This is an optimization exercise on Yosys and OpenROAD, whose aim is small area and a short achievable clock period, not a production implementation.
Only simulation tests tie the RTL to the original design; equivalence was not proved.
No activity file was given, so power comes from the tool's default toggle rates.

**design.v**
```verilog
module ARMS2( clk, ibus, enable, dataFromMuxAfterCache, reset,  daddrbus, dataFromProcessorToArbiter, opcode3, iaddrbus);
	input clk; 
	input [31:0] ibus; 
	input reset; 
	input enable; 
	input [63:0] dataFromMuxAfterCache; 
	output [63:0] dataFromProcessorToArbiter; 
	output [63:0] iaddrbus; 
	output [10:0] opcode3;  		 
	output [63:0] daddrbus; 
	wire [31:0] ibus_hold2;
	wire [31:0] ibus_hold3;
	wire [31:0] ibus_hold4;
	wire [63:0] currentAddress; 
	wire [63:0] oldAddress1; 
	wire [63:0] oldAddress2; 
	wire [31:0] ibus_hold; 
	wire Cin_hold1; 
	wire Cin; 
	wire [2:0] S_hold1; 
    wire [2:0] S; 
	wire [63:0] sign_hold1; 
	wire [63:0] sign_hold2; 
	wire [63:0] signed_address; 
	wire [31:0] Aselect; 
	wire [63:0] abus_hold1; 
	wire [63:0] abus; 
	wire [63:0] abus_hold2; 
    wire [31:0] Bselect; 
	wire [63:0] bbus_hold1; 
	wire [63:0] bbus_hold2; 
    wire [63:0] bbus; 
	wire [63:0] databusBuff; 
    wire [63:0] databus_hold1; 
	wire [63:0] dbus_hold0; 
	wire [63:0] dbus_hold1; 
	wire [63:0] daddrbus_hold1; 
	wire [63:0] dbus_hold2; 
	wire [31:0] Dselect;	   
	wire [31:0] Dselect_hold1; 
	wire [31:0] Dselect_hold2; 
	wire [31:0] Dselect_hold3; 
	wire [31:0] Dselect_hold4; 
	wire [10:0] opcode1; 		 
	wire [10:0] opcode2;  		 
	wire [10:0] opcode4;  		 
    wire [63:0] movedOutput1;	 
    wire [63:0] movedOutput2;	 
	wire Imm_hold1; 
	wire Imm_hold2; 
	wire branchFlag; 
	wire V; 
	wire C; 
	wire [3:0] NZVC;  
	wire [5:0] shamt1; 
	wire [5:0] shamt2;
	wire [5:0] shamt3;
	wire [5:0] shamt4;
	wire [63:0] shiftedValue1; 
	wire [63:0] shiftedValue2;
	wire [63:0] shiftedValue3;
	wire [63:0] shiftedValue4;
	wire [8:0]  DT_address1; 
	wire [8:0]  DT_address2;
	wire [63:0] DT_address_hold2; 
	wire [63:0] DT_address_hold3_OR_bbus; 
	wire [63:0] BR_address1; 
	wire [63:0] COND_BR_address1; 
	wire [31:0] Tselect; 
	wire [63:0] tbus_hold1; 
	wire [63:0] tbus_hold2; 
	wire [63:0] tbus_hold3; 
	wire [63:0] tbus_hold4; 
    wire [31:0] instructionAddressBus;
    wire [31:0] ibus;
	pc programCounterOLD(.clk(clk), .reset(reset), .enable(enable), .iaddrbus_in(currentAddress), .iaddrbus_out(iaddrbus));
	branchALUs branchALUS(.iaddrbus(iaddrbus), .sign_hold1(signed_address),  .oldAddress_in(oldAddress2),  .branchFlag2(branchFlag), .reset(reset), .clk(clk),
	                                                            .oldAddress_out(oldAddress1), .currentAddress(currentAddress) );
	instFetchBus IF_ID(.clk(clk),  	.ibus(ibus),            .oldAddress1(oldAddress1), .reset(reset), .enable(enable),
	                        	   	.ibus_hold(ibus_hold),  .oldAddress2(oldAddress2) );
    ARMdecoder myARM_Decoder( .ibus_hold(ibus_hold), 		.reset(reset), 
    						  .Aselect(Aselect), 			.Bselect(Bselect),	 		.Dselect_hold1(Dselect_hold1), 
                                           .Imm(Imm_hold1),   			.S(S_hold1),       			.Cin(Cin_hold1), 
                                           .opcode(opcode1), 	 		.sign_hold1(sign_hold1),	.shamt(shamt1),		 			 
                                           .DT_address(DT_address1), 	.BR_address(BR_address1), 	.COND_BR_address(COND_BR_address1), 
                                           .Tselect(Tselect),			.movedOutput(movedOutput1) 
                                           );
	assign signed_address = (reset == 1'b1) ? 64'h0000000000000000 :
							(opcode1 == 11'h0A0) ? BR_address1 :
							((opcode1 == 11'h2A0) ||  
							 (opcode1 == 11'h2A8) ||  
							 (opcode1 == 11'h2B8) ||  
							 (opcode1 == 11'h2C0) ||  
							 (opcode1 == 11'h5A0) ||  
							 (opcode1 == 11'h5A8)	  
							 ) ? COND_BR_address1 : 
							 COND_BR_address1;
	regfile myRegFile(.clk(clk), .Aselect(Aselect), .Bselect(Bselect), .Dselect(Dselect), .Tselect(Tselect), .dbus(dbus_hold2),
	               .Aaddr(ibus_hold[9:5]), .Baddr(ibus_hold[20:16]), .Taddr(ibus_hold[4:0]),
	                .abus(abus_hold1), .bbus(bbus_hold1), .tbus(tbus_hold1));
	logicalShifter ARM_LS(.abus_hold1(abus_hold1), .shamt1(shamt1), .opcode1(opcode1), .shiftedValue(shiftedValue1));
	ARM_BranchDecisions ARM_BranchDecisions(.reset(reset), .abus_hold1(abus_hold1), .bbus_hold1(bbus_hold1), .opcode1(opcode1), .branchFlag(branchFlag), .NZVC(NZVC), .tbus_hold1(tbus_hold1));
	executionBus exBus(	.clk(clk), .reset(reset),
	                    .enable(enable),
	           			.Imm_in(Imm_hold1),                 .Imm(Imm_hold2),
	           			.Cin_in(Cin_hold1),                 .Cin(Cin),
	           			.S_in(S_hold1),                     .S(S),
	           			.abus_hold(abus_hold1),             .abus(abus),
	           			.bbus_hold1(bbus_hold1),            .bbus_hold2(bbus_hold2),
	           			.sign_hold1(sign_hold1),            .sign_hold2(sign_hold2),
	           			.Dselect_hold1(Dselect_hold1),      .Dselect_hold2(Dselect_hold2), 
	           			.opcode_in(opcode1),                .opcode_out(opcode2), 
		       			.movedOutput1(movedOutput1),		.movedOutput2(movedOutput2),
		       			.shiftedValue1(shiftedValue1),		.shiftedValue2(shiftedValue2),
		       			.tbus_hold1(tbus_hold1),			.tbus_hold2(tbus_hold2),
		       			.DT_address1(DT_address1),          .DT_address2(DT_address2),
		       			.ibus_hold(ibus_hold),              .ibus_hold2(ibus_hold2)
		         		);
	myMux mux2(.ifTrue(sign_hold2), .ifFalse(bbus_hold2), .Imm(Imm_hold2), .mux_out(bbus));
    assign abus_hold2 = abus; 
    assign DT_address_hold2 = (DT_address2[8]) ? {55'h7F_FFFF_FFFF_FFFF, DT_address2} : {55'b0, DT_address2} ;
    assign DT_address_hold3_OR_bbus = (opcode2 == 11'h7C0 || opcode2 == 11'h7C2) ? DT_address_hold2 : bbus;
    assign tbus_hold3 = (opcode2 == 11'h7C0) ? tbus_hold2 : abus_hold2;
	alu64 alu64(.a(abus), .b(DT_address_hold3_OR_bbus), .d(dbus_hold0), .Cin(Cin), .S(S), .Cout(C), .V(V)); 
	NZVC_Register NZVC_Flags(.opcode2(opcode2), .dbus_hold0(dbus_hold0), .V(V), .C(C), .NZVC(NZVC));
	assign dbus_hold1 = (opcode2 == 11'h694) ? movedOutput2 :	 
						(opcode2 == 11'h69B || opcode2 == 11'h69A) ? shiftedValue2 :  
						dbus_hold0;
	memoryBus memBus(	.clk(clk), .reset(reset),
	                    .enable(enable),
						.dbus_hold(dbus_hold1), 			.dbus(daddrbus),
						.Dselect_hold2(Dselect_hold2),  	.Dselect(Dselect_hold3),
						.opcode_in(opcode2),  				.opcode_out(opcode3),
						.C(C),  				 			.C_hold1(C_hold1),
						.shiftedValue2(shiftedValue2), 		.shiftedValue3(shiftedValue3),
						.tbus_hold3(tbus_hold3),			.tbus_hold4(tbus_hold4),
						.ibus_hold2(ibus_hold2),            .ibus_hold3(ibus_hold3)
	           			);
    assign dataFromProcessorToArbiter = tbus_hold4; 
	writeback	wb(	.clk(clk), .reset(reset),
	                .enable(enable),
					.databus_in(dataFromMuxAfterCache),			.databus_out(databus_hold1),
					.daddrbus_in(daddrbus),      				.daddrbus_out(daddrbus_hold1),
					.Dselect_hold3(Dselect_hold3),  			.Dselect(Dselect_hold4),
					.opcode_in(opcode3),    					.opcode_out(opcode4),
					.shiftedValue3(shiftedValue3),				.shiftedValue4(shiftedValue4),
					.ibus_hold3(ibus_hold3),                    .ibus_hold4(ibus_hold4)
	          		);
	assign dbus_hold2 = (opcode4 == 11'h7C0 || opcode4 == 11'h7C2) ? databus_hold1 : daddrbus_hold1;
	assign Dselect = ( 	(opcode4 == 11'h7C0) ||  
						(opcode4 == 11'h2A0) ||  
						(opcode4 == 11'h2A1) ||  
						(opcode4 == 11'h2B8) ||  
						(opcode4 == 11'h2C0) ||  
						(opcode4 == 11'h0A0) ||  
						(opcode4 == 11'h5A8) ||  
						(opcode4 == 11'h5A0)
					 ) ? 64'h8000000000000000 : Dselect_hold4;
endmodule
module pc(clk, reset, enable, iaddrbus_in, iaddrbus_out);
    input clk;
    input reset;
    input enable;
    input [63:0] iaddrbus_in;
    output reg [63:0] iaddrbus_out; 
    always @(posedge clk) begin        
        if(enable) iaddrbus_out <= (reset) ? 32'b0 : iaddrbus_in;
    end
endmodule
module branchALUs(iaddrbus, sign_hold1, oldAddress_in, branchFlag2, reset, currentAddress, oldAddress_out, clk);
    input clk;
    input [63:0] iaddrbus; 
    input [63:0] sign_hold1;
    input [63:0] oldAddress_in;
    input branchFlag2;
    input reset;
    output [63:0] currentAddress; 
    output [63:0] oldAddress_out; 
    wire [63:0] oldAddress_out2; 
    wire [63:0] newAddress, newAddress2; 
    wire [63:0] sign_shift, sign_shift2; 
    wire [63:0] test; 
    assign sign_shift      = (reset == 1'b1) ? 64'h0000000000000000 : sign_shift2; 
    assign newAddress      = (reset == 1'b1) ? 64'h0000000000000000 : newAddress2;
    assign oldAddress_out  = (reset == 1'b1) ? 64'h0000000000000000 : oldAddress_out2;
    assign test = (reset) ? 64'h0000000000000000 : 64'h0000000000000004;
    assign branchFlag = (reset == 1'b1) ? 1'b0 : branchFlag2;
    assign sign_shift2 = sign_hold1 << 2;
    alu64 SignALU( .d(newAddress2), .Cout(), .V(), .a(sign_shift2), .b(oldAddress_in), .Cin(1'b0), .S(3'b010)); 
    assign currentAddress = (reset == 1'b1) ? 64'b0 : ( (branchFlag) ? newAddress : oldAddress_out);  
    alu64 pcALU(.d(oldAddress_out2), .Cout(), .V(), .a(test), .b(iaddrbus), .Cin(1'b0), .S(3'b010)); 
endmodule
module instFetchBus(clk, ibus, ibus_hold, oldAddress1, oldAddress2, reset, enable);
	input clk;
	input reset;
	input [31:0] ibus;
	input [63:0] oldAddress1;
	input enable;
	output reg [31:0] ibus_hold;
	output reg [63:0] oldAddress2;
	always @(posedge clk) begin
	   if(enable)begin
           if(reset)begin
              ibus_hold <= 32'b0;
              oldAddress2 <= 64'b0; 
           end else begin
              ibus_hold <= ibus;
              oldAddress2 <= oldAddress1;
           end
	   end
	end
endmodule
module ARMdecoder(ibus_hold, reset, Aselect, Bselect, Dselect_hold1, Imm, S, Cin, opcode, sign_hold1, DT_address, BR_address, COND_BR_address, movedOutput, shamt, Tselect);
    input reset;
    input  [31:0] ibus_hold;
    output [31:0] Aselect, Bselect;
    output [31:0] Tselect; 
    output [31:0] Dselect_hold1;
    output [2:0] S;
    output Imm;
    output Cin;
    output [10:0] opcode; 
    output [63:0] sign_hold1; 
    output [8:0] DT_address; 
    output [63:0] BR_address; 
    output [63:0] COND_BR_address; 
    output [63:0] movedOutput; 
    output [5:0] shamt; 
    wire [15:0] MOVE_immediate; 
 	assign Tselect = Dselect_hold1;
    assign shamt = ibus_hold[15:10];
    assign DT_address = ibus_hold[20:12];
    assign MOVE_immediate = ibus_hold[20:5];
    ARMopcode ARMopcode_decoder(.ibus_hold(ibus_hold), .Imm(Imm), .S(S), .Cin(Cin), .gen_opcode(opcode) ); 
    ARM_rn_decoder rnDecoderA(.rnBits(ibus_hold[9:5]  ), .rn_out(Aselect)); 
    ARM_rm_decoder rmDecoderB(.rmBits(ibus_hold[20:16]), .rm_out(Bselect)); 
    ARM_rd_decoder rdDecoderD(.rdBits(ibus_hold[4:0]  ), .rd_out(Dselect_hold1)); 
    ARM_sign_extension ARM_Sign_Extend(.ibus_hold(ibus_hold), .sign_hold1(sign_hold1) ); 
    branchExtension BranchExtension(.ibus_hold(ibus_hold), .branchAddress(BR_address));
    CondBranchExtension CondBranchExtension(.ibus_hold(ibus_hold), .COND_BR_address(COND_BR_address));
    ARM_Moves ARM_MoveWide(.ibus_hold(ibus_hold), .MOVE_immediate(MOVE_immediate), .movedOutput(movedOutput));
endmodule
module ARMopcode(ibus_hold, Imm, S, Cin, gen_opcode);
    input [31:0] ibus_hold;
    output reg [2:0] S;
    output reg Imm;
    output reg Cin;
    output reg [10:0] gen_opcode; 
    reg [10:0] opcodeZ;
    always @(*) begin
    	opcodeZ = ibus_hold[31:21];
		Imm = 1'b0;
		S = 3'b000;
		Cin = 1'b0;
		gen_opcode = 11'b00000000000;
		if(opcodeZ[10:5] == 6'b000101)begin 
			Imm = 1'b0;
			S = 3'b010;
			Cin = 1'b0;
			gen_opcode = 11'b00010100000;
		end
		else if(opcodeZ[10:3] == 8'b01010101)begin 
			Imm = 1'b0;
			S = 3'b010;
			Cin = 1'b0;
			gen_opcode = 11'b01010101000;
		end
		else if(opcodeZ[10:3] == 8'b01010110)begin 
			Imm = 1'b0;
			S = 3'b010;
			Cin = 1'b0;	
			gen_opcode = 11'b01010110000;
		end
		else if(opcodeZ[10:3] == 8'b01010111)begin 
			Imm = 1'b0;
			S = 3'b010;
			Cin = 1'b0;
			gen_opcode = 11'b01010111000;	
		end
		else if(opcodeZ[10:3] == 8'b01011000)begin 
			Imm = 1'b0;
			S = 3'b010;
			Cin = 1'b0;
			gen_opcode = 11'b01011000000;	
		end
		else if(opcodeZ[10:3] == 8'b10110101)begin 
			Imm = 1'b0;
			S = 3'b010;
			Cin = 1'b0;
			gen_opcode = 11'b10110101000;
		end
		else if(opcodeZ[10:3] == 8'b10110100)begin 
			Imm = 1'b0;
			S = 3'b010;
			Cin = 1'b0;
			gen_opcode = 11'b10110100000;
		end
		else if((opcodeZ[4:1] == 4'b0100 || opcodeZ[4:1] == 4'b1000) && opcodeZ[7:5] == 3'b100)begin
			gen_opcode = opcodeZ[10:1] << 1; 
			case(opcodeZ[10:8])
				3'b100:	begin
							case(opcodeZ[4])
								1'b1:	begin 
											S = 3'b110;
											Cin = 1'b0;
											Imm = 1'b1;
										end
								1'b0:	begin 
											S = 3'b010;
											Cin = 1'b0;
											Imm = 1'b1;
										end
							endcase
						end
				3'b101:	begin
							case(opcodeZ[4])
								1'b1:	begin 
											S = 3'b100;
											Cin = 1'b0;
											Imm = 1'b1;
										end
								1'b0:	begin 
											S = 3'b010;
											Cin = 1'b0;
											Imm = 1'b1;
										end
							endcase
						end
				3'b110:	begin
							case(opcodeZ[4])
								1'b1:	begin 
											S = 3'b000;
											Cin = 1'b0;
											Imm = 1'b1;
										end
								1'b0:	begin 
								        	S = 3'b011;
											Cin = 1'b1;
											Imm = 1'b1;
										end
							endcase
						end
				3'b111:	begin
							case(opcodeZ[4])
								1'b1:	begin 
                   							S = 3'b110;
											Cin = 1'b0;
											Imm = 1'b1;
										end
								1'b0:	begin 
											S = 3'b011;
											Cin = 1'b1;
											Imm = 1'b1;
										end
							endcase
						end
			endcase
		end
		else if(opcodeZ == 11'b11111000010)begin 
			S = 3'b010; 
			Cin = 1'b0; 
			Imm = 1'b0;
			gen_opcode = opcodeZ;
		end
		else if(opcodeZ == 11'b11111000000)begin 
			S = 3'b010; 
			Cin = 1'b0; 
			Imm = 1'b0;
			gen_opcode = opcodeZ;
		end
		else if(opcodeZ[10:2] == 9'b110100101)begin 
			S = 3'b010;
			Cin = 1'b0;
			Imm = 1'b1;
			gen_opcode = 11'b11010010100;
		end
		else if(opcodeZ[2:0] == 3'b000 && opcodeZ[6:4] == 3'b101)begin
			gen_opcode = opcodeZ;
			case(opcodeZ[10:7])
				4'b1000:	begin
								case(opcodeZ[3])
									1'b1:	begin 
						                    	S = 3'b010;
												Cin = 1'b0;
												Imm = 1'b0;	
											end
									1'b0: 	begin 
								            	S = 3'b110;
												Cin = 1'b0;
												Imm = 1'b0;
											end
								endcase
							end
				4'b1010:	begin
								case(opcodeZ[3])
									1'b1:	begin 
												S = 3'b010;
												Cin = 1'b0;
												Imm = 1'b0;
											end
									1'b0: 	begin 
												S = 3'b100;
												Cin = 1'b0;
												Imm = 1'b0;
											end
								endcase
							end
				4'b1100:	begin
								case(opcodeZ[3])
									1'b1:	begin 
												S = 3'b011;
												Cin = 1'b1;
												Imm = 1'b0;
											end
									1'b0: 	begin 
												S = 3'b000;
												Cin = 1'b0;
												Imm = 1'b0;
											end
								endcase
							end
				4'b1110:	begin
								case(opcodeZ[3])
									1'b1:	begin 
												S = 3'b011;
												Cin = 1'b1;
												Imm = 1'b0;
											end
									1'b0: 	begin 
                   								S = 3'b110;
												Cin = 1'b0;
												Imm = 1'b0;
											end
								endcase
							end
			endcase
		end 
		else if(opcodeZ == 11'b11010011011)begin 
			S = 3'b010;
			Cin = 1'b0;
			Imm = 1'b0;
			gen_opcode = opcodeZ;
		end
		else if(opcodeZ == 11'b11010011010)begin 
			S = 3'b010;
			Cin = 1'b0;
			Imm = 1'b0;
			gen_opcode = opcodeZ;
		end
    end 
endmodule
module ARM_rn_decoder(rnBits, rn_out);
	input [4:0] rnBits;
	output [31:0] rn_out;
	wire [31:0] slider;
	assign slider = 32'h00000001;
	assign rn_out = slider << rnBits;
endmodule
module ARM_rm_decoder(rmBits, rm_out);
	input [4:0] rmBits;
	output [31:0] rm_out;
	wire [31:0] slider;
	assign slider = 32'h00000001;
	assign rm_out = slider << rmBits;
endmodule
module ARM_rd_decoder(rdBits, rd_out);
	input [4:0] rdBits;
	output [31:0] rd_out;
	wire [31:0] slider;
	assign slider = 32'h00000001;
	assign rd_out = slider << rdBits;
endmodule
module ARM_sign_extension(ibus_hold, sign_hold1);
    input [31:0] ibus_hold;
    output [63:0] sign_hold1;
    assign sign_hold1[63:12] = 52'h0000000000000;
    assign sign_hold1[11:0]  = ibus_hold[21:10]; 
endmodule
module branchExtension(ibus_hold, branchAddress);
	input [31:0] ibus_hold;
	output reg [63:0] branchAddress;
	always @(*)begin
		case(ibus_hold[25])
			1'b1:	branchAddress[63:26] = 38'h3FFFFFFFFF;
			1'b0:	branchAddress[63:26] = 38'h0000000000;
			default: branchAddress = 64'h0000000000000000;
		endcase
		branchAddress[25:0] = ibus_hold[25:0];
	end
endmodule
module CondBranchExtension(ibus_hold, COND_BR_address);
	input [31:0] ibus_hold;
	output reg [63:0] COND_BR_address;
	always @(*)begin
		case(ibus_hold[23])
			1'b1:	COND_BR_address[63:19] = 45'h1FFFFFFFFFFF;
			1'b0:	COND_BR_address[63:19] = 45'h000000000000;
			default:	COND_BR_address = 64'h0000000000000000;
		endcase
		COND_BR_address[18:0] = ibus_hold[23:5];
	end
endmodule
module ARM_Moves(ibus_hold, MOVE_immediate, movedOutput);
	input [31:0] ibus_hold;
	input [15:0] MOVE_immediate;
	output reg [63:0] movedOutput;
	always @(*)begin
		movedOutput = 64'h0000000000000000;
		case(ibus_hold[31:23]) 
			11'b110100101:	begin 
								case(ibus_hold[22:21]) 
									2'b00:	movedOutput = MOVE_immediate << 0; 
									2'b01:	movedOutput = MOVE_immediate << 16; 
									2'b10:	movedOutput = MOVE_immediate << 32; 
									2'b11:  movedOutput = MOVE_immediate << 48; 
								endcase
							end
		endcase
	end
endmodule
module regfile(clk, Aselect, Bselect, Dselect, Tselect, Aaddr, Baddr, Taddr, dbus, abus, bbus, tbus);
	input clk;
	input [31:0] Aselect, Bselect, Dselect, Tselect; 
	input [4:0] Aaddr, Baddr, Taddr; 
	input [63:0] dbus; 
	output [63:0] abus, bbus, tbus;
	reg [63:0] registerVal [0:30];
	reg [4:0] Daddr; 
	integer k;
	always @(*) begin
		Daddr = 5'd0;
		for(k = 0; k < 31; k = k + 1)
			if(Dselect[k]) Daddr = Daddr | k[4:0];
	end
	always @(negedge clk)begin
		if(|Dselect[30:0]) registerVal[Daddr] <= dbus;
	end
	assign abus = (Aaddr == 5'd31) ? 64'b0 : registerVal[Aaddr];
	assign bbus = (Baddr == 5'd31) ? 64'b0 : registerVal[Baddr];
	assign tbus = (Taddr == 5'd31) ? 64'b0 : registerVal[Taddr];
endmodule
module logicalShifter(abus_hold1, shamt1, opcode1, shiftedValue);
	input [63:0] abus_hold1;
	input [5:0] shamt1; 
	input [10:0] opcode1; 
	output [63:0] shiftedValue;
	assign shiftedValue = 	(opcode1 == 11'h69B) ? abus_hold1 << shamt1 :
						  	(opcode1 == 11'h69A) ? abus_hold1 >> shamt1 : 
						  	64'b0;
endmodule
module ARM_BranchDecisions(reset, abus_hold1, bbus_hold1, ibus_hold, opcode1, branchFlag, NZVC, tbus_hold1);
    input reset;
    input [3:0] NZVC;
    input [31:0] ibus_hold;
    input [63:0] abus_hold1;
    input [63:0] bbus_hold1;
    input [63:0] tbus_hold1;
    input [10:0] opcode1;
    output reg branchFlag;
	always @(*)begin
		if(reset)begin
			branchFlag = 1'b0;
		end 
		else begin
			branchFlag =( opcode1 == 11'h0A0) ? 1'b1 :  
						((opcode1 == 11'h5A0) && (tbus_hold1 == 64'b0)) ? 1'b1 :  
						((opcode1 == 11'h5A8) && (tbus_hold1 != 64'b0)) ? 1'b1 :  
						((opcode1 == 11'h2A8) && (NZVC[2] == 1'b1)) ? 1'b1 :  
						((opcode1 == 11'h2B0) && (NZVC[2] == 1'b0)) ? 1'b1 :  
						((opcode1 == 11'h2B8) && (NZVC[3] != NZVC[1])) ? 1'b1 :  
						((opcode1 == 11'h2C0) && (NZVC[3] == NZVC[1])) ? 1'b1 :  
						1'b0;
		end
	end
endmodule
module executionBus(clk, 
					reset,
					enable, 
					Imm_in, 			Imm, 
					Cin_in, 			Cin, 
					S_in, 				S, 
					abus_hold, 			abus, 
					bbus_hold1, 		bbus_hold2, 
					sign_hold1, 		sign_hold2, 
					Dselect_hold1, 		Dselect_hold2, 
					opcode_in, 			opcode_out, 
					movedOutput1, 		movedOutput2, 
					shiftedValue1, 		shiftedValue2,  
					tbus_hold1, 		tbus_hold2,
					DT_address1,        DT_address2,
					ibus_hold,          ibus_hold2
					);
	input clk;							
	input reset;
	input enable;                    	
	input Imm_in;                   	output reg Imm;                                 
	input Cin_in;                   	output reg Cin;                 
	input [2:0] S_in;               	output reg [2:0] S;             
	input [63:0] abus_hold;         	output reg [63:0] abus;         
	input [63:0] bbus_hold1;        	output reg [63:0] bbus_hold2;   
	input [63:0] sign_hold1;	    	output reg [63:0] sign_hold2;   
	input [31:0] Dselect_hold1;     	output reg [31:0] Dselect_hold2;
	input [10:0] opcode_in;         	output reg [10:0] opcode_out;      
	input [63:0] movedOutput1;      	output reg [63:0] movedOutput2; 
	input [63:0] shiftedValue1;     	output reg [63:0] shiftedValue2;
	input [63:0] tbus_hold1;        	output reg [63:0] tbus_hold2;   
	input [8:0] DT_address1;            output reg [8:0] DT_address2;
	input [31:0] ibus_hold;             output reg [31:0]ibus_hold2;
	always @(posedge clk) begin
	   if(enable)begin
           if(reset)begin
                Imm <= 1'b0;
                Cin <= 1'b0;
                S <= 3'b0;
                abus <= 64'b0;
                bbus_hold2 <= 64'b0;
                sign_hold2 <= 64'b0;
                Dselect_hold2 <= 32'b0;
                opcode_out <= 12'b0;
                movedOutput2 <= 64'b0;
                shiftedValue2 <= 64'b0;
                tbus_hold2 <= 64'b0;
                DT_address2 <= 9'b0;
                ibus_hold2 <= 32'b0;
           end else begin
                Imm <= Imm_in;
                Cin <= Cin_in;
                S <= S_in;
                abus <= abus_hold;
                bbus_hold2 <= bbus_hold1;
                sign_hold2 <= sign_hold1;
                Dselect_hold2 <= Dselect_hold1;
                opcode_out <= opcode_in;
                movedOutput2 <= movedOutput1;
                shiftedValue2 <= shiftedValue1;
                tbus_hold2 <= tbus_hold1;
                DT_address2 <= DT_address1;
                ibus_hold2 <= ibus_hold;
           end
       end
	end
endmodule
module myMux(ifTrue, ifFalse, Imm, mux_out);
	input [63:0] ifTrue;
	input [63:0] ifFalse;
	input Imm;
	output [63:0] mux_out;
	assign mux_out = Imm ? ifTrue : ifFalse;
endmodule
module alu64 (d, Cout, V, a, b, Cin, S);
   output[63:0] d;
   output Cout, V;
   input [63:0] a, b;
   input Cin;
   input [2:0] S;
   wire [63:0] c, g, p;
   wire gout, pout;
   alu_cell mycell[63:0] (.d(d), .g(g), .p(p), .a(a), .b(b), .c(c), .S(S));
   lac6 lac(.c(c), .gout(gout), .pout(pout), .Cin(Cin), .g(g), .p(p));
   overflow ov(.Cout(Cout), .V(V), .g(gout), .p(pout), .c31(c[63]), .Cin(Cin));   
endmodule
module alu_cell (d, g, p, a, b, c, S);
   output d, g, p;
   input a, b, c;
   input [2:0] S;      
   reg g,p,d,cint,bint;
   always @(*) begin 
     bint = S[0] ^ b;
     g = a & bint;
     p = a ^ bint;
     cint = S[1] & c;
      if(S[2]==0)
         begin
            d = p ^ cint;
         end
       else
          begin
             if((S[1]==0) & (S[0]==0)) begin
                d = a | b;
                end
             else if ((S[1]==0) & (S[0]==1)) begin
                d = ~(a | b);
                end
             else if ((S[1]==1) & (S[0]==0)) begin
                d = (a & b);
                end   
             else
                d = 0;
                end
       end             
endmodule
module overflow (Cout, V, g, p, c31, Cin);
   output Cout, V;
   input g, p, c31, Cin;
   assign Cout = g|(p&Cin);
   assign V = Cout^c31;   
endmodule
module lac(c, gout, pout, Cin, g, p);
   output [1:0] c;
   output gout;
   output pout;
   input Cin;
   input [1:0] g;
   input [1:0] p;
   assign c[0] = Cin;
   assign c[1] = g[0] | ( p[0] & Cin );
   assign gout = g[1] | ( p[1] & g[0] );
   assign pout = p[1] & p[0];
endmodule
module lac2 (c, gout, pout, Cin, g, p);
   output [3:0] c;
   output gout, pout;
   input Cin;
   input [3:0] g, p;
   wire [1:0] cint, gint, pint;
   lac leaf0(.c(c[1:0]), .gout(gint[0]), .pout(pint[0]), .Cin(cint[0]), .g(g[1:0]), .p(p[1:0]));
   lac leaf1(.c(c[3:2]), .gout(gint[1]), .pout(pint[1]), .Cin(cint[1]), .g(g[3:2]), .p(p[3:2]));
   lac root(.c(cint), .gout(gout), .pout(pout), .Cin(Cin), .g(gint), .p(pint) );
endmodule   
module lac3 (c, gout, pout, Cin, g, p);
   output [7:0] c;
   output gout, pout;
   input Cin;
   input [7:0] g, p;
   wire [1:0] cint, gint, pint;
   lac2 leaf0( .c(c[3:0]), .gout(gint[0]), .pout(pint[0]), .Cin(cint[0]), .g(g[3:0]), .p(p[3:0]));
   lac2 leaf1(.c(c[7:4]), .gout(gint[1]), .pout(pint[1]), .Cin(cint[1]), .g(g[7:4]), .p(p[7:4]));
   lac root(.c(cint), .gout(gout), .pout(pout), .Cin(Cin), .g(gint), .p(pint));
endmodule
module lac4 (c, gout, pout, Cin, g, p);
   output [15:0] c;
   output gout, pout;
   input Cin;
   input [15:0] g, p;
   wire [1:0] cint, gint, pint;
   lac3 leaf0(.c(c[7:0]), .gout(gint[0]), .pout(pint[0]), .Cin(cint[0]), .g(g[7:0]), .p(p[7:0]));
   lac3 leaf1(.c(c[15:8]), .gout(gint[1]), .pout(pint[1]), .Cin(cint[1]), .g(g[15:8]), .p(p[15:8]));
   lac root(.c(cint), .gout(gout), .pout(pout), .Cin(Cin), .g(gint), .p(pint));
endmodule
module lac5 (c, gout, pout, Cin, g, p);
   output [31:0] c;
   output gout, pout;
   input Cin;
   input [31:0] g, p;
   wire [1:0] cint, gint, pint;
   lac4 leaf0(.c(c[15:0]), .gout(gint[0]), .pout(pint[0]), .Cin(cint[0]), .g(g[15:0]), .p(p[15:0]));
   lac4 leaf1(.c(c[31:16]), .gout(gint[1]), .pout(pint[1]), .Cin(cint[1]), .g(g[31:16]), .p(p[31:16]));
   lac root(.c(cint), .gout(gout), .pout(pout), .Cin(Cin), .g(gint), .p(pint));
endmodule
module lac6(c, gout, pout, Cin, g, p);
	output [63:0] c;
   output gout, pout;
   input Cin;
   input [63:0] g, p;
	wire [1:0] cint, gint, pint;
	lac5 leaf0( .c(c[31:0]), .gout(gint[0]), .pout(pint[0]), .Cin(cint[0]), .g(g[31:0]), .p(p[31:0]) );
	lac5 leaf1( .c(c[63:32]), .gout(gint[1]), .pout(pint[1]), .Cin(cint[1]), .g(g[63:32]), .p(p[63:32]) );
	lac root(.c(cint), .gout(gout), .pout(pout), .Cin(Cin), .g(gint), .p(pint));
endmodule
module NZVC_Register(opcode2, dbus_hold0, V, C, NZVC);
	input [10:0] opcode2; 
	input [63:0] dbus_hold0; 
	input V; 
	input C; 
	output reg [3:0] NZVC; 
	always @(*)begin
		NZVC[3] = (dbus_hold0[63] == 1'b1) ? 1'b1 : 1'b0; 
		NZVC[2] = (dbus_hold0 == 64'b0) ? 1'b1 : 1'b0; 
		NZVC[1] = V; 
		NZVC[0] = C; 
	end
endmodule
module memoryBus(	clk, 
					reset,
					enable, 
					dbus_hold, 		dbus, 
					Dselect_hold2, 	Dselect, 
					opcode_in, 		opcode_out, 
					C, 				C_hold1, 
					shiftedValue2, 	shiftedValue3, 
					tbus_hold3, 	tbus_hold4,
					ibus_hold2,     ibus_hold3 
					);
	input clk;
	input reset;
	input enable;
	input [63:0] dbus_hold;				output reg [63:0] dbus;
	input [31:0] Dselect_hold2;			output reg [31:0] Dselect;
	input C;							output reg C_hold1;
	input [10:0] opcode_in;				output reg [10:0] opcode_out;
	input [63:0] shiftedValue2;			output reg [63:0] shiftedValue3;
	input [63:0] tbus_hold3;			output reg [63:0] tbus_hold4;
	input [31:0] ibus_hold2;            output reg [31:0] ibus_hold3;
	always @(posedge clk) begin
           if(enable)begin
           if(reset) begin
                dbus <= 64'b0;
                Dselect <= 32'b0;
                C_hold1 <= 1'b0;
                opcode_out <= 12'b0;
                shiftedValue3 <= 64'b0;
                tbus_hold4 <= 64'b0;
                ibus_hold3 <= 32'b0;
           end else begin
                dbus <= dbus_hold;
                Dselect <= Dselect_hold2;
                C_hold1 <= C;
                opcode_out <= opcode_in;
                shiftedValue3 <= shiftedValue2;
                tbus_hold4 <= tbus_hold3;
                ibus_hold3 <= ibus_hold2;
           end
        end
	end
endmodule
module ARM_databus_driver(databus, reset, tbus_hold4_buff, opcode3, databus_out);
	inout [63:0] databus;
	input reset;
	input [63:0] tbus_hold4_buff;
	input [10:0] opcode3;
	output [63:0] databus_out;
	assign databus 		= (reset == 1'b1) ? 64'h0000000000000000 : (opcode3 == 11'h7C0) ? tbus_hold4_buff : 64'bzzzzzzzzzzzzzzzzzzzzzzzzzzzzzzzzzzzzzzzzzzzzzzzzzzzzzzzzzzzzzzzz; 
    assign databus_out	= (reset == 1'b1) ? 64'h0000000000000000 : databus ;   
endmodule
module writeback(	clk, 
					reset,
					enable,
					databus_in, 	databus_out,
					daddrbus_in,  	daddrbus_out, 
					Dselect_hold3, 	Dselect, 
					opcode_in, 		opcode_out,  
					shiftedValue3, 	shiftedValue4,
					ibus_hold3,     ibus_hold4
					);
    input clk;
    input reset;
    input enable;    
    input [63:0] databus_in;		    output reg [63:0] databus_out;
    input [63:0] daddrbus_in;		    output reg [63:0] daddrbus_out;
    input [10:0] opcode_in;			    output reg [10:0] opcode_out;
    input [31:0] Dselect_hold3;		    output reg [31:0] Dselect;
    input [63:0] shiftedValue3;		    output reg [63:0] shiftedValue4;
    input [31:0] ibus_hold3;            output reg [31:0] ibus_hold4;
    always @(posedge clk)begin
        if(enable)begin
            if(reset) begin
                databus_out <= 64'b0;  
                daddrbus_out <= 64'b0;
                Dselect <= 32'b0;
                opcode_out <= 12'b0;
                shiftedValue4 <= 64'b0;
                ibus_hold4 <= 32'b0;
            end else begin
                databus_out <= databus_in;
                daddrbus_out <= daddrbus_in;
                Dselect <= Dselect_hold3;
                opcode_out <= opcode_in;
                shiftedValue4 <= shiftedValue3;
                ibus_hold4 <= ibus_hold3;
            end
        end
    end
endmodule
```
**run.sh**
```bash
#!/bin/bash
# synth_recipe.tcl (not shown) runs the flow's synth.tcl, then flattens the netlist and writes it again
# the make line also repeats each setting of config.mk as NAME=value (left out here)
make -C /OpenROAD-flow-scripts/flow DESIGN_CONFIG=/design/flow/config.mk WORK_HOME=/design/flow/orfs CLKGATE_MAP_FILE= SYNTH_SCRIPT=/design/flow/synth_recipe.tcl finish
```
**constraint.sdc**
```tcl
create_clock -name core_clock -period 15.0 [get_ports {clk}]
set_input_delay 3.0000 -clock core_clock [delete_from_list [all_inputs] [get_ports {clk}]]
set_output_delay 3.0000 -clock core_clock [all_outputs]
set_load 0.01 [all_outputs]
```
**config.mk**
```make
export PLATFORM = sky130hd
export DESIGN_NAME = ARMS2
export DESIGN_NICKNAME = ARMS2
export VERILOG_FILES = /design/flow/design.v
export SDC_FILE = /design/flow/constraint.sdc
export NUM_CORES = 4
export LEC_CHECK = 0
export CAP_MARGIN = 20
export CORE_MARGIN = 2
export CORE_UTILIZATION = 40
export SLEW_MARGIN = 20
```
==> flow_metrics.tcl <==
set metrics [dict create \
    yosysUniqueCellTypes 96 \
    clock_path_buffers 4 \
    cts.reportedPaths.clkPinSlew_ns 0.06 \
    pwr_density_cell_mw_per_mm2 127 \
    largest_reg_flops 1984 \
    area_growth_pct 17.3 \
    die_h_um 638 \
    tightestPinTransition_ns 1.29 \
    antenna_left 0 \
    syn_area_mm2 0.161 \
    grt_setup_unrepaired "no" \
    pre_cts_ws_ns 1.26 \
    finalWorstSetupSlack_ns 1.08 \
    n_fill_cell 34910 \
    start_util_pct 40.2 \
    htree_levels 5 \
    worst_ep_required_time_ns 15.68 \
    cts_buffers 326 \
    grt_usage_pct 29.7 \
    grt_first_pass_wirelength_mm 855 \
    post_cts.repair.setup_buffers 0 \
    start_kind "flip-flop" \
    synth_edf_count 2863 \
    cap_violations 0 \
    timing.critical_path.fanout_max 47 \
    gp_congestion 0.997 \
    worstPathArrival_ns 14.60 \
    via_per_inst 6.35 \
    async_flop_share_pct 0 \
    irDropWorstVdd_uv 95.4 \
    crit_buf_inv 1 \
    clock_latency_ns 0.97 \
    clock_skew_ns 0.0683 \
    antenna_found_initial 49 \
    critPathTopFamily "simple AND/OR/NAND/NOR gates" \
    synth-seq-cells 2863 \
    finalNetCount 12744 \
    syn-num-nets 10768 \
    syn-mean-instance-area_um2 15.3 \
    wl_mm 617 \
    fp-row-count 232 \
    grt_remaining_overflow 0 \
    vias 114408 \
    die-area_mm2 0.407 \
    hold_buffers 0 \
    io_pins 302 \
    drtIter0Drc 15606 \
    largest-register "myRegFile.registerVal" \
    cpMaxStageDelayCell "a21oi_1" \
    layout-drive-gt1-share_pct 22.1 \
    hpwl_mm 386 \
    first_global_vias 115357 \
    relSlewSlack_pct 14.1 \
    outcome "finished clean" \
    cp-end-kind "flip-flop" \
    cts-root-buf "clkbuf_16" \
    hp-class "reg2reg" \
    drt_first_pass_iters 12 \
    multi_input_area_mm2 0.0711 \
    syn_inst 10484 \
    grt_max_degree 171 \
    yosys_warnings 16 \
    die_x_um 638 \
    finalHoldViolations 0 \
    final-max-slew-violation-count 0 \
    postLayoutCoreUtil_pct 47.2 \
    cts_resized 0 \
    core_mm2 0.400 \
    seqCellArea_mm2 0.0860 \
    ys_seq_area_share_pct 53.4 \
    crit_type "reg2reg" \
    ys.flop_type "edfxtp_1" \
    drc_errors 0 \
    avgRoutedWirePerCell_um 34.2 \
    port_buffers 301 \
    cp_cell_sequence "mux4_2 -> mux4_2 -> nor2b_1 -> a21oi_1 -> nand4_1 -> nor4_1 -> nand4_1 -> mux2i_1 -> o21ai_0 -> a221oi_2 -> o21ai_4 -> buf_12 -> mux2_2" \
    cts_tree "yes" \
    clock-sinks 2863 \
    setup_viol 0 \
    fin_tns_setup_ns 0 \
    p_leak_uw 0.0706 \
    max_stage_delay_ns 0.97 \
]
worst paths after layout:
path,start,slack [ns],cells past startpoint,to
worst min-delay path,exBus.Dselect_hold2[2],0.53,1,memBus.Dselect[2]
worst max register to register,myRegFile.registerVal[10][9],1.08,13,programCounterOLD.iaddrbus_out[1]
worst max-delay path,myRegFile.registerVal[10][9],1.08,13,programCounterOLD.iaddrbus_out[1]
worst min register to register,exBus.Dselect_hold2[2],0.53,1,memBus.Dselect[2]
placed cells by master, fill, tap and decap left out, types with 154 or more instances in the layout:
cell type	n
nor2b_1	482
nor2_1	735
clkbuf_16	336
and2_1	155
inv_1	2140
mux2i_1	535
buf_4	214
clkdlybuf4s50_1	299
mux4_2	1731
ha_1	154
a21oi_1	479
nand2_1	597
nor3_1	159
o21ai_0	328
edfxtp_1	2863
Yosys cell counts (30+ instances only):
cell type / instances / share of area [%]
a211oi_1: 93 / 0.43
a21o_1: 59 / 0.28
a21oi_1: 481 / 1.5
a31oi_1: 31 / 0.12
and2_1: 155 / 0.60
buf_1: 222 / 0.52
buf_2: 33 / 0.10
buf_4: 76 / 0.35
clkbuf_1: 566 / 1.3
edfxtp_1: 2863 / 53
fa_1: 31 / 0.39
ha_1: 154 / 1.2
inv_1: 128 / 0.30
maj3_1: 40 / 0.25
mux2_2: 103 / 0.72
mux2_4: 60 / 0.56
mux2i_1: 541 / 3.4
mux4_2: 1731 / 24
nand2_1: 598 / 1.4
nand3_1: 35 / 0.11
nand4_1: 73 / 0.28
nor2_1: 771 / 1.8
nor2b_1: 483 / 1.9
nor3_1: 163 / 0.51
nor4_1: 30 / 0.12
o211ai_1: 46 / 0.21
o21ai_0: 330 / 1.0
o22ai_1: 55 / 0.21
xnor2_1: 117 / 0.64
xor2_1: 50 / 0.27
layer usage:
layer | vias up | track usage, % | wire, um
met2 | 7494 | 45.1 | 280000
met5 | - | 0 | 120
met4 | 20 | 16.9 | 37300
li1 | 46261 | - | -
met1 | 59193 | 38.5 | 228000
met3 | 1440 | 8.19 | 71300
final cells by class:
type / count / share of cell area [%]
inverters: 131 / 0.263
clock inverters: 2200 / 5.27
repair buffers: 573 / 3.06
multi-input cells: 6581 / 37.7
flip-flops and latches: 2863 / 45.6
clock buffers: 384 / 4.64
well taps: 5265 / 3.49
diodes: 31 / 0.0411
cells by family after synthesis:
| kind of cell | after synthesis | share of synthesized area, % |
|---|---|---|
| simple gates | 2452 | 7.38 |
| buf+inv | 1040 | 2.67 |
| flops | 2863 | 53.4 |
| compound gates | 1302 | 4.91 |
| xor+xnor | 167 | 0.909 |
| mux | 2435 | 28.9 |
| fa+ha+maj | 225 | 1.83 |
report_power, final:
part           internal [uW]  switching (uW)  total, uW
registers               9120             177       9290
logic                   1540            2450       3990
clock network           5680            4980      10700
total                  16300            7610      23900
stage by stage:
| stage | area (um^2) | total power (uW) | std cells | hold slack (ns) |
|---|---|---|---|---|
| finish | 189000 | 23900 | 18028 | 0.530 |
| detailed placement | 170000 | 14100 | 15414 | 0.518 |
| CTS | 189000 | 24000 | 17997 | 0.533 |
| floorplan | 161000 | 12500 | 10484 | 0.509 |
| global placement | 170000 | 14100 | 15413 | 0.513 |
| global route | 189000 | 24900 | 18017 | 0.550 |
